From an optimization exercise on the open Yosys and OpenROAD flow, aimed at small area and a short achievable clock period; shortcuts taken in it are not production practice. At most, simulation tests tie the RTL to the original design; equivalence was not proved. No activity file was given, so power comes from the tool's default toggle rates.

==> module Camera_To_AXIS_Converter, before the edit <==
module Camera_To_AXIS_Converter (
    input             clk,
    input             rst,
    input             i_frame_start,
    input             i_data_valid,
    input      [23:0] i_data,
    input      [11:0] i_vres,
    input      [11:0] i_hres,
    input             i_tready,
    output            o_tvalid,
    output            o_tlast,
    output            o_tuser,
    output     [23:0] o_tdata,
    output reg [15:0] o_frames_skipped,
    output reg        o_pushback_detected
);
    reg        fs_d;         
    reg        dv_d0, dv_d1;
    reg        dv_fe, dv_re, fs_re;
    reg        q;            
    reg        sof_d;
    reg [11:0] v_count;
    reg [23:0] data_d0, data_d1;
    wire fs_rise = ~fs_d & i_frame_start;
    always @(posedge clk or posedge rst) begin
        if (rst) begin
            fs_d    <= 1'b0;
            dv_d0   <= 1'b0;
            dv_d1   <= 1'b0;
            dv_fe   <= 1'b0;
            dv_re   <= 1'b0;
            fs_re   <= 1'b0;
            sof_d   <= 1'b0;
            q       <= 1'b1;
            v_count <= 12'd0;
        end else begin
            fs_d  <= i_frame_start;
            dv_d0 <= i_data_valid;
            dv_d1 <= dv_d0;
            dv_fe <= dv_d0 & ~i_data_valid;
            dv_re <= ~dv_d0 & i_data_valid;
            fs_re <= fs_rise;
            sof_d <= dv_re & q;
            if (fs_re)
                q <= 1'b1;
            else if (dv_re && v_count == 12'd1)
                q <= 1'b0;
            if (fs_rise)
                v_count <= 12'd0;
            else if (dv_fe)
                v_count <= v_count + 12'd1;
        end
    end
    always @(posedge clk) begin
        data_d0 <= i_data;
        data_d1 <= data_d0;
    end
    reg r1, r2, r3;
    always @(posedge clk or posedge rst) begin
        if (rst) r1 <= 1'b1;
        else     r1 <= 1'b0;
    end
    always @(posedge clk) begin
        r2 <= r1;
        r3 <= r2;
    end
    reg [6:0] wr_ptr;
    reg [6:0] rd_ptr_d1;     
    reg       wr_en;         
    reg [25:0] mem [0:63];
    wire [6:0] wr_ptr_next = r3 ? 7'd0 : wr_ptr + {6'd0, wr_en};
    wire [6:0] wr_fill_next = wr_ptr_next - rd_ptr_d1;
    wire       full_next = wr_fill_next == 7'd64;
    wire       v_nz_next = ~fs_rise & (dv_fe ? (v_count != 12'hfff) : (v_count != 12'd0));
    always @(posedge clk or posedge rst) begin
        if (rst) wr_en <= 1'b0;
        else     wr_en <= ~full_next & ~r2 & dv_d0 & v_nz_next;
    end
    always @(posedge clk) begin
        if (rst) wr_ptr <= 7'd0;
        else     wr_ptr <= wr_ptr_next;
    end
    always @(posedge clk) begin
        if (wr_en)
            mem[wr_ptr[5:0]] <= {sof_d, dv_fe, data_d1};
    end
    reg [6:0]  rd_ptr;
    reg [6:0]  wr_ptr_d1, wr_ptr_d2;
    reg        tv0, tv1;
    reg [25:0] st0, st1;
    reg        skip_frame;
    reg        tvalid_q;
    wire empty = rd_ptr == wr_ptr_d2;
    wire ready = i_tready | skip_frame;
    wire ld1   = ready | ~tv1;
    wire ld0   = ld1 | ~tv0;
    wire rd_en = ld0 & ~empty & ~r3;
    reg  [7:0] rd_lo, rd_hi;
    reg  [25:0] rd_grp [0:7];
    reg  [25:0] rd_data;
    integer g, k;
    always @(*) begin
        for (g = 0; g < 8; g = g + 1) begin
            rd_grp[g] = 26'd0;
            for (k = 0; k < 8; k = k + 1)
                rd_grp[g] = rd_grp[g] | (mem[8*g+k] & {26{rd_lo[k]}});
        end
        rd_data = 26'd0;
        for (g = 0; g < 8; g = g + 1)
            rd_data = rd_data | (rd_grp[g] & {26{rd_hi[g]}});
    end
    wire tv1_next = rst ? 1'b0 : (ld1 ? tv0 : tv1);
    always @(posedge clk) begin
        if (rst) begin
            rd_ptr    <= 7'd0;
            rd_lo     <= 8'd1;
            rd_hi     <= 8'd1;
            rd_ptr_d1 <= 7'd0;
            wr_ptr_d1 <= 7'd0;
            wr_ptr_d2 <= 7'd0;
            tv0       <= 1'b0;
        end else begin
            rd_ptr    <= r3 ? 7'd0 : rd_ptr + {6'd0, rd_en};
            if (r3) begin
                rd_lo <= 8'd1;
                rd_hi <= 8'd1;
            end else if (rd_en) begin
                rd_lo <= {rd_lo[6:0], rd_lo[7]};
                if (rd_lo[7]) rd_hi <= {rd_hi[6:0], rd_hi[7]};
            end
            rd_ptr_d1 <= rd_ptr;
            wr_ptr_d1 <= wr_ptr;
            wr_ptr_d2 <= wr_ptr_d1;
            tv0       <= ~r3 & (~ld0 | ~empty);
        end
        tv1 <= tv1_next;
        if (ld1) st1 <= st0;
        if (ld0) st0 <= rd_data;
    end
    reg [13:0] h_cnt1, v_cnt1;
    wire skip_set = tv1 & st1[25] & ~i_tready & ~skip_frame;
    wire skip_end = (h_cnt1 == {2'b00, i_hres}) & (v_cnt1 == {2'b00, i_vres});
    wire h_lt = (i_hres == 12'd0) | (h_cnt1 < {2'b00, i_hres});
    wire v_lt = (i_vres == 12'd0) | (v_cnt1 < {2'b00, i_vres});
    wire [13:0] h_inc = h_cnt1[13] ? 14'd1 : h_cnt1 + 14'd1;
    wire [13:0] v_inc = v_cnt1[13] ? 14'd1 : v_cnt1 + 14'd1;
    wire skip_next = rst ? 1'b0 : skip_set ? 1'b1 : skip_end ? 1'b0 : skip_frame;
    always @(posedge clk) begin
        skip_frame <= skip_next;
        tvalid_q   <= tv1_next & ~skip_next;
        if (rst) begin
            o_frames_skipped    <= 16'd0;
            o_pushback_detected <= 1'b0;
        end else if (skip_set) begin
            o_frames_skipped    <= o_frames_skipped + 16'd1;
            o_pushback_detected <= 1'b1;
        end
        if (rst || !skip_frame) begin
            h_cnt1 <= 14'd1;
            v_cnt1 <= 14'd1;
        end else if (tv1) begin
            if (h_lt) begin
                h_cnt1 <= h_inc;
            end else begin
                h_cnt1 <= 14'd1;
                v_cnt1 <= v_lt ? v_inc : 14'd1;
            end
        end
    end
    assign o_tvalid = tvalid_q;
    assign o_tdata  = st1[23:0];
    assign o_tlast  = st1[24];
    assign o_tuser  = st1[25];
endmodule
clock: 5.0 ns
lec_check: 0
cap_margin: 20
core_margin: 2
core_utilization: 45
place_density: 0.6
setup_slack_margin: 2.5
slew_margin: 20
run.sh (not shown) runs the stock make flow with config.mk's settings and CLKGATE_MAP_FILE= SYNTH_SCRIPT=/design/flow/synth_recipe.tcl, a recipe that flattens the netlist after the stock synthesis.
Next try:
--- a/flow/design.v
+++ b/flow/design.v
@@ -13,78 +13,68 @@
     output     [23:0] o_tdata,
     output reg [15:0] o_frames_skipped,
     output reg        o_pushback_detected
 );
     reg        fs_d;         
-    reg        dv_d0, dv_d1;
+    reg        dv_d0;
     reg        dv_fe, dv_re, fs_re;
     reg        q;            
-    reg        sof_d;
     reg [11:0] v_count;
-    reg [23:0] data_d0, data_d1;
+    reg [23:0] data_d0;
     wire fs_rise = ~fs_d & i_frame_start;
     always @(posedge clk or posedge rst) begin
         if (rst) begin
             fs_d    <= 1'b0;
             dv_d0   <= 1'b0;
-            dv_d1   <= 1'b0;
             dv_fe   <= 1'b0;
             dv_re   <= 1'b0;
             fs_re   <= 1'b0;
-            sof_d   <= 1'b0;
             q       <= 1'b1;
             v_count <= 12'd0;
         end else begin
             fs_d  <= i_frame_start;
             dv_d0 <= i_data_valid;
-            dv_d1 <= dv_d0;
             dv_fe <= dv_d0 & ~i_data_valid;
             dv_re <= ~dv_d0 & i_data_valid;
             fs_re <= fs_rise;
-            sof_d <= dv_re & q;
             if (fs_re)
                 q <= 1'b1;
             else if (dv_re && v_count == 12'd1)
                 q <= 1'b0;
             if (fs_rise)
                 v_count <= 12'd0;
             else if (dv_fe)
                 v_count <= v_count + 12'd1;
         end
     end
-    always @(posedge clk) begin
+    always @(posedge clk)
         data_d0 <= i_data;
-        data_d1 <= data_d0;
-    end
     reg r1, r2, r3;
     always @(posedge clk or posedge rst) begin
         if (rst) r1 <= 1'b1;
         else     r1 <= 1'b0;
     end
     always @(posedge clk) begin
         r2 <= r1;
         r3 <= r2;
     end
+    reg [6:0] wr_ptr_ahead;
     reg [6:0] wr_ptr;
     reg [6:0] rd_ptr_d1;     
-    reg       wr_en;         
     reg [25:0] mem [0:63];
-    wire [6:0] wr_ptr_next = r3 ? 7'd0 : wr_ptr + {6'd0, wr_en};
-    wire [6:0] wr_fill_next = wr_ptr_next - rd_ptr_d1;
-    wire       full_next = wr_fill_next == 7'd64;
-    wire       v_nz_next = ~fs_rise & (dv_fe ? (v_count != 12'hfff) : (v_count != 12'd0));
+    wire full_next = (wr_ptr_ahead[6] != rd_ptr_d1[6]) & (wr_ptr_ahead[5:0] == rd_ptr_d1[5:0]);
+    wire v_nz_next = ~fs_rise & (dv_fe ? (v_count != 12'hfff) : (v_count != 12'd0));
+    wire wr_now    = ~full_next & ~r2 & dv_d0 & v_nz_next;
     always @(posedge clk or posedge rst) begin
-        if (rst) wr_en <= 1'b0;
-        else     wr_en <= ~full_next & ~r2 & dv_d0 & v_nz_next;
+        if (rst)     wr_ptr_ahead <= 7'd0;
+        else if (r2) wr_ptr_ahead <= 7'd0;
+        else         wr_ptr_ahead <= wr_ptr_ahead + {6'd0, wr_now};
     end
     always @(posedge clk) begin
-        if (rst) wr_ptr <= 7'd0;
-        else     wr_ptr <= wr_ptr_next;
-    end
-    always @(posedge clk) begin
-        if (wr_en)
-            mem[wr_ptr[5:0]] <= {sof_d, dv_fe, data_d1};
+        wr_ptr <= wr_ptr_ahead;
+        if (wr_now)
+            mem[wr_ptr_ahead[5:0]] <= {dv_re & q, dv_d0 & ~i_data_valid, data_d0};
     end
     reg [6:0]  rd_ptr;
     reg [6:0]  wr_ptr_d1, wr_ptr_d2;
     reg        tv0, tv1;
     reg [25:0] st0, st1;
Non-clock buffer count climbs by 176.
Sequential power hardly moves.
Synthesized cell count drops by 1.5%.
Critical path depth is unchanged.
Clock skew drops by 6.5 ps.
Routed wire length climbs by 3.3%.
Power climbs by 0.71%.
Design area climbs by 4.9%.
Hold slack gets better by 120 ps.
Area after synthesis drops by 0.70%.
Fmax drops by 0.76%.
Count of clock-buffer cells in the layout drops by 24.
Function not checked in the first run of this note: the RTL went through the layout flow alone.


== 08-18 ==
camera_to_axis, a different RTL version from the one above (not shown whole).
For scale: ~4000 cells after synthesis, about 1900 flip-flops, about 97 I/O pins, roughly 69000 sq um of cells after synthesis.
==> module Camera_To_AXIS_Converter, before the edit <==
module Camera_To_AXIS_Converter (
    input             clk,
    input             rst,
    input             i_frame_start,
    input             i_data_valid,
    input      [23:0] i_data,
    input      [11:0] i_vres,
    input      [11:0] i_hres,
    input             i_tready,
    output            o_tvalid,
    output            o_tlast,
    output            o_tuser,
    output     [23:0] o_tdata,
    output reg [15:0] o_frames_skipped,
    output reg        o_pushback_detected
);
    reg        fs_d;         
    reg        dv_d0;
    reg        dv_fe, dv_re, fs_re;
    reg        q;            
    reg [11:0] v_count;
    reg        v_zero, v_one, v_max;    
    reg [23:0] data_d0;
    wire fs_rise = ~fs_d & i_frame_start;
    always @(posedge clk or posedge rst) begin
        if (rst) begin
            fs_d    <= 1'b0;
            dv_d0   <= 1'b0;
            dv_fe   <= 1'b0;
            dv_re   <= 1'b0;
            fs_re   <= 1'b0;
            q       <= 1'b1;
            v_count <= 12'd0;
            v_zero  <= 1'b1;
            v_one   <= 1'b0;
            v_max   <= 1'b0;
        end else begin
            fs_d  <= i_frame_start;
            dv_d0 <= i_data_valid;
            dv_fe <= dv_d0 & ~i_data_valid;
            dv_re <= ~dv_d0 & i_data_valid;
            fs_re <= fs_rise;
            if (fs_re)
                q <= 1'b1;
            else if (dv_re && v_one)
                q <= 1'b0;
            if (fs_rise) begin
                v_count <= 12'd0;
                v_zero  <= 1'b1;
                v_one   <= 1'b0;
                v_max   <= 1'b0;
            end else if (dv_fe) begin
                v_count <= v_count + 12'd1;
                v_zero  <= v_max;
                v_one   <= v_zero;
                v_max   <= v_count == 12'hffe;
            end
        end
    end
    always @(posedge clk)
        data_d0 <= i_data;
    reg r1, r2, r3;
    always @(posedge clk or posedge rst) begin
        if (rst) r1 <= 1'b1;
        else     r1 <= 1'b0;
    end
    always @(posedge clk) begin
        r2 <= r1;
        r3 <= r2;
    end
    reg [6:0] wr_ptr_ahead;
    reg [6:0] wr_ptr;
    reg [6:0] rd_ptr_d1;     
    reg [25:0] mem [0:63];
    wire full_next = (wr_ptr_ahead[6] != rd_ptr_d1[6]) & (wr_ptr_ahead[5:0] == rd_ptr_d1[5:0]);
    wire v_nz_inc  = dv_fe ? ~v_max : ~v_zero;
    wire wr_try    = ~full_next & ~r2 & dv_d0 & v_nz_inc;
    wire wr_now    = wr_try & ~fs_rise;
    always @(posedge clk or posedge rst) begin
        if (rst)     wr_ptr_ahead <= 7'd0;
        else if (r2) wr_ptr_ahead <= 7'd0;
        else         wr_ptr_ahead <= wr_ptr_ahead + {6'd0, wr_now};
    end
    always @(posedge clk) begin
        wr_ptr <= wr_ptr_ahead;
        if (wr_try)
            mem[wr_ptr_ahead[5:0]] <= {dv_re & q, dv_d0 & ~i_data_valid, data_d0};
    end
    reg [6:0]  rd_ptr;
    reg [6:0]  wr_ptr_d1, wr_ptr_d2;
    reg        tv0, tv1;
    reg [25:0] st0, st1;
    reg        skip_frame;
    reg        tvalid_q;
    wire empty = rd_ptr == wr_ptr_d2;
    wire ready = i_tready | skip_frame;
    wire ld1   = ready | ~tv1;
    wire ld0   = ld1 | ~tv0;
    wire rd_en = ld0 & ~empty & ~r3;
    reg  [7:0]  ev_lo, od_lo;
    reg  [3:0]  ev_hi, od_hi;
    reg  [25:0] pf_even, pf_odd;
    reg  [25:0] ev_grp [0:3];
    reg  [25:0] od_grp [0:3];
    reg  [25:0] ev_data, od_data;
    integer g, k;
    always @(*) begin
        for (g = 0; g < 4; g = g + 1) begin
            ev_grp[g] = 26'd0;
            od_grp[g] = 26'd0;
            for (k = 0; k < 8; k = k + 1) begin
                ev_grp[g] = ev_grp[g] | (mem[16*g+2*k]   & {26{ev_lo[k]}});
                od_grp[g] = od_grp[g] | (mem[16*g+2*k+1] & {26{od_lo[k]}});
            end
        end
        ev_data = 26'd0;
        od_data = 26'd0;
        for (g = 0; g < 4; g = g + 1) begin
            ev_data = ev_data | (ev_grp[g] & {26{ev_hi[g]}});
            od_data = od_data | (od_grp[g] & {26{od_hi[g]}});
        end
    end
    always @(posedge clk) begin
        pf_even <= ev_data;
        pf_odd  <= od_data;
    end
    wire tv1_next = rst ? 1'b0 : (ld1 ? tv0 : tv1);
    always @(posedge clk) begin
        if (rst) begin
            rd_ptr    <= 7'd0;
            ev_lo     <= 8'd1;
            ev_hi     <= 4'd1;
            od_lo     <= 8'd1;
            od_hi     <= 4'd1;
            rd_ptr_d1 <= 7'd0;
            wr_ptr_d1 <= 7'd0;
            wr_ptr_d2 <= 7'd0;
            tv0       <= 1'b0;
        end else begin
            rd_ptr    <= r3 ? 7'd0 : rd_ptr + {6'd0, rd_en};
            if (r3) begin
                ev_lo <= 8'd1;
                ev_hi <= 4'd1;
                od_lo <= 8'd1;
                od_hi <= 4'd1;
            end else if (rd_en) begin
                if (!rd_ptr[0]) begin
                    ev_lo <= {ev_lo[6:0], ev_lo[7]};
                    if (ev_lo[7]) ev_hi <= {ev_hi[2:0], ev_hi[3]};
                end else begin
                    od_lo <= {od_lo[6:0], od_lo[7]};
                    if (od_lo[7]) od_hi <= {od_hi[2:0], od_hi[3]};
                end
            end
            rd_ptr_d1 <= rd_ptr;
            wr_ptr_d1 <= wr_ptr;
            wr_ptr_d2 <= wr_ptr_d1;
            tv0       <= ~r3 & (~ld0 | ~empty);
        end
        tv1 <= tv1_next;
        if (ld1) st1 <= st0;
        if (ld0) st0 <= rd_ptr[0] ? pf_odd : pf_even;
    end
    reg [13:0] h_cnt1, v_cnt1;
    wire skip_set = tv1 & st1[25] & ~i_tready & ~skip_frame;
    wire skip_end = (h_cnt1 == {2'b00, i_hres}) & (v_cnt1 == {2'b00, i_vres});
    wire h_lt = (i_hres == 12'd0) | (h_cnt1 < {2'b00, i_hres});
    wire v_lt = (i_vres == 12'd0) | (v_cnt1 < {2'b00, i_vres});
    wire [13:0] h_inc = h_cnt1[13] ? 14'd1 : h_cnt1 + 14'd1;
    wire [13:0] v_inc = v_cnt1[13] ? 14'd1 : v_cnt1 + 14'd1;
    wire skip_next = rst ? 1'b0 : skip_set ? 1'b1 : skip_end ? 1'b0 : skip_frame;
    always @(posedge clk) begin
        skip_frame <= skip_next;
        tvalid_q   <= tv1_next & ~skip_next;
        if (rst) begin
            o_frames_skipped    <= 16'd0;
            o_pushback_detected <= 1'b0;
        end else if (skip_set) begin
            o_frames_skipped    <= o_frames_skipped + 16'd1;
            o_pushback_detected <= 1'b1;
        end
        if (rst || !skip_frame) begin
            h_cnt1 <= 14'd1;
            v_cnt1 <= 14'd1;
        end else if (tv1) begin
            if (h_lt) begin
                h_cnt1 <= h_inc;
            end else begin
                h_cnt1 <= 14'd1;
                v_cnt1 <= v_lt ? v_inc : 14'd1;
            end
        end
    end
    assign o_tvalid = tvalid_q;
    assign o_tdata  = st1[23:0];
    assign o_tlast  = st1[24];
    assign o_tuser  = st1[25];
endmodule
export LEC_CHECK = 0
export CAP_MARGIN = 20
export CORE_MARGIN = 2
export CORE_UTILIZATION = 45
export CTS_CLUSTER_DIAMETER = 60
export CTS_CLUSTER_SIZE = 30
export PLACE_DENSITY = 0.6
export SETUP_SLACK_MARGIN = 2.5
export SLEW_MARGIN = 20
create_clock -name core_clock -period 5.0 [get_ports {clk}]
> inputs changed (08-18 -> 02-04)
--- a/flow/design.v
+++ b/flow/design.v
@@ -18,9 +18,8 @@
     reg        dv_d0;
     reg        dv_fe, dv_re, fs_re;
     reg        q;            
     reg [11:0] v_count;
-    reg        v_zero, v_one, v_max;    
     reg [23:0] data_d0;
     wire fs_rise = ~fs_d & i_frame_start;
     always @(posedge clk or posedge rst) begin
         if (rst) begin
@@ -30,32 +29,22 @@
             dv_re   <= 1'b0;
             fs_re   <= 1'b0;
             q       <= 1'b1;
             v_count <= 12'd0;
-            v_zero  <= 1'b1;
-            v_one   <= 1'b0;
-            v_max   <= 1'b0;
         end else begin
             fs_d  <= i_frame_start;
             dv_d0 <= i_data_valid;
             dv_fe <= dv_d0 & ~i_data_valid;
             dv_re <= ~dv_d0 & i_data_valid;
             fs_re <= fs_rise;
             if (fs_re)
                 q <= 1'b1;
-            else if (dv_re && v_one)
+            else if (dv_re && v_count == 12'd1)
                 q <= 1'b0;
-            if (fs_rise) begin
+            if (fs_rise)
                 v_count <= 12'd0;
-                v_zero  <= 1'b1;
-                v_one   <= 1'b0;
-                v_max   <= 1'b0;
-            end else if (dv_fe) begin
+            else if (dv_fe)
                 v_count <= v_count + 12'd1;
-                v_zero  <= v_max;
-                v_one   <= v_zero;
-                v_max   <= v_count == 12'hffe;
-            end
         end
     end
     always @(posedge clk)
         data_d0 <= i_data;
@@ -72,9 +61,9 @@
     reg [6:0] wr_ptr;
     reg [6:0] rd_ptr_d1;     
     reg [25:0] mem [0:63];
     wire full_next = (wr_ptr_ahead[6] != rd_ptr_d1[6]) & (wr_ptr_ahead[5:0] == rd_ptr_d1[5:0]);
-    wire v_nz_inc  = dv_fe ? ~v_max : ~v_zero;
+    wire v_nz_inc  = dv_fe ? (v_count != 12'hfff) : (v_count != 12'd0);
     wire wr_try    = ~full_next & ~r2 & dv_d0 & v_nz_inc;
     wire wr_now    = wr_try & ~fs_rise;
     always @(posedge clk or posedge rst) begin
         if (rst)     wr_ptr_ahead <= 7'd0;
### Flow results
02-04 and 08-18 all finish clean. Going from 08-18 to 02-04, the fraction of met1 tracks used by global routing was found to have gone up by 0.69 points. Detailed-routing iteration count for the pre-antenna-repair pass ended up 3 lower on 02-04 than on 08-18. On power, 08-18 beats 02-04. Minimum clock period after layout, 02-04 and 08-18: smaller value in 02-04. Compared 08-18 against 02-04; total non-filler cell area in the finished layout within noise. When the final numbers for 02-04 and 08-18 were put side by side, the total of plain and repair buffers excluding clock buffers turned out to be smaller in 02-04. Compared with 08-18, placement density in the core of 02-04 is lower. Final worst slack came out higher on 02-04 than on 08-18. On die area, 02-04 and 08-18 are neck and neck. 02-04: number of global-route vias before repair lower than 08-18. For the number of antenna violations at the first check in global routing, 02-04 came in 1 higher than 08-18 did. Diff 08-18 -> 02-04 | depth of the worst register-to-register path | increase of 4. Largest net degree at the start of global routing: 02-04 vs 08-18 down about 8%.
Only the layout flow was run in 08-18; the RTL was not checked for function there.

-- re-timing with driven ports --
Ports are ideal in the flow. The routed layouts listed here were re-timed in OpenROAD.
Step 1 (the two cells are an assumption about what drives the block):
set clk [get_ports {clk}]
set_driving_cell -lib_cell sky130_fd_sc_hd__clkbuf_16 $clk
set_driving_cell -lib_cell sky130_fd_sc_hd__buf_2 [delete_from_list [all_inputs] $clk]
Step 2 adds t to the input delays and takes it off the output delays; t is the mean of the earliest and latest rising clock arrival at the registers after step 1. Input paths then give back, and output paths get back, about the clock's delay inside the block.
Three values: ideal ports, drivers, drivers and shift; two values: the first two.
run	t, ns	setup WS [ns]	worst setup path after step 2
the first run of note 1	0.885	2.263 / 2.263 / 1.719	input to register
the second run of note 1	0.900	2.242 / 2.242 / 1.442	input to register
08-18	0.840	2.374 / 2.374 / 1.688	input to register
02-04	0.839	2.409 / 2.409 / 1.786	input to register
After both steps every run listed still meets setup and hold. The setup slack of the second run of note 1, which loses most, moves by 0.000 ns with the drivers and by -0.800 ns with both steps.
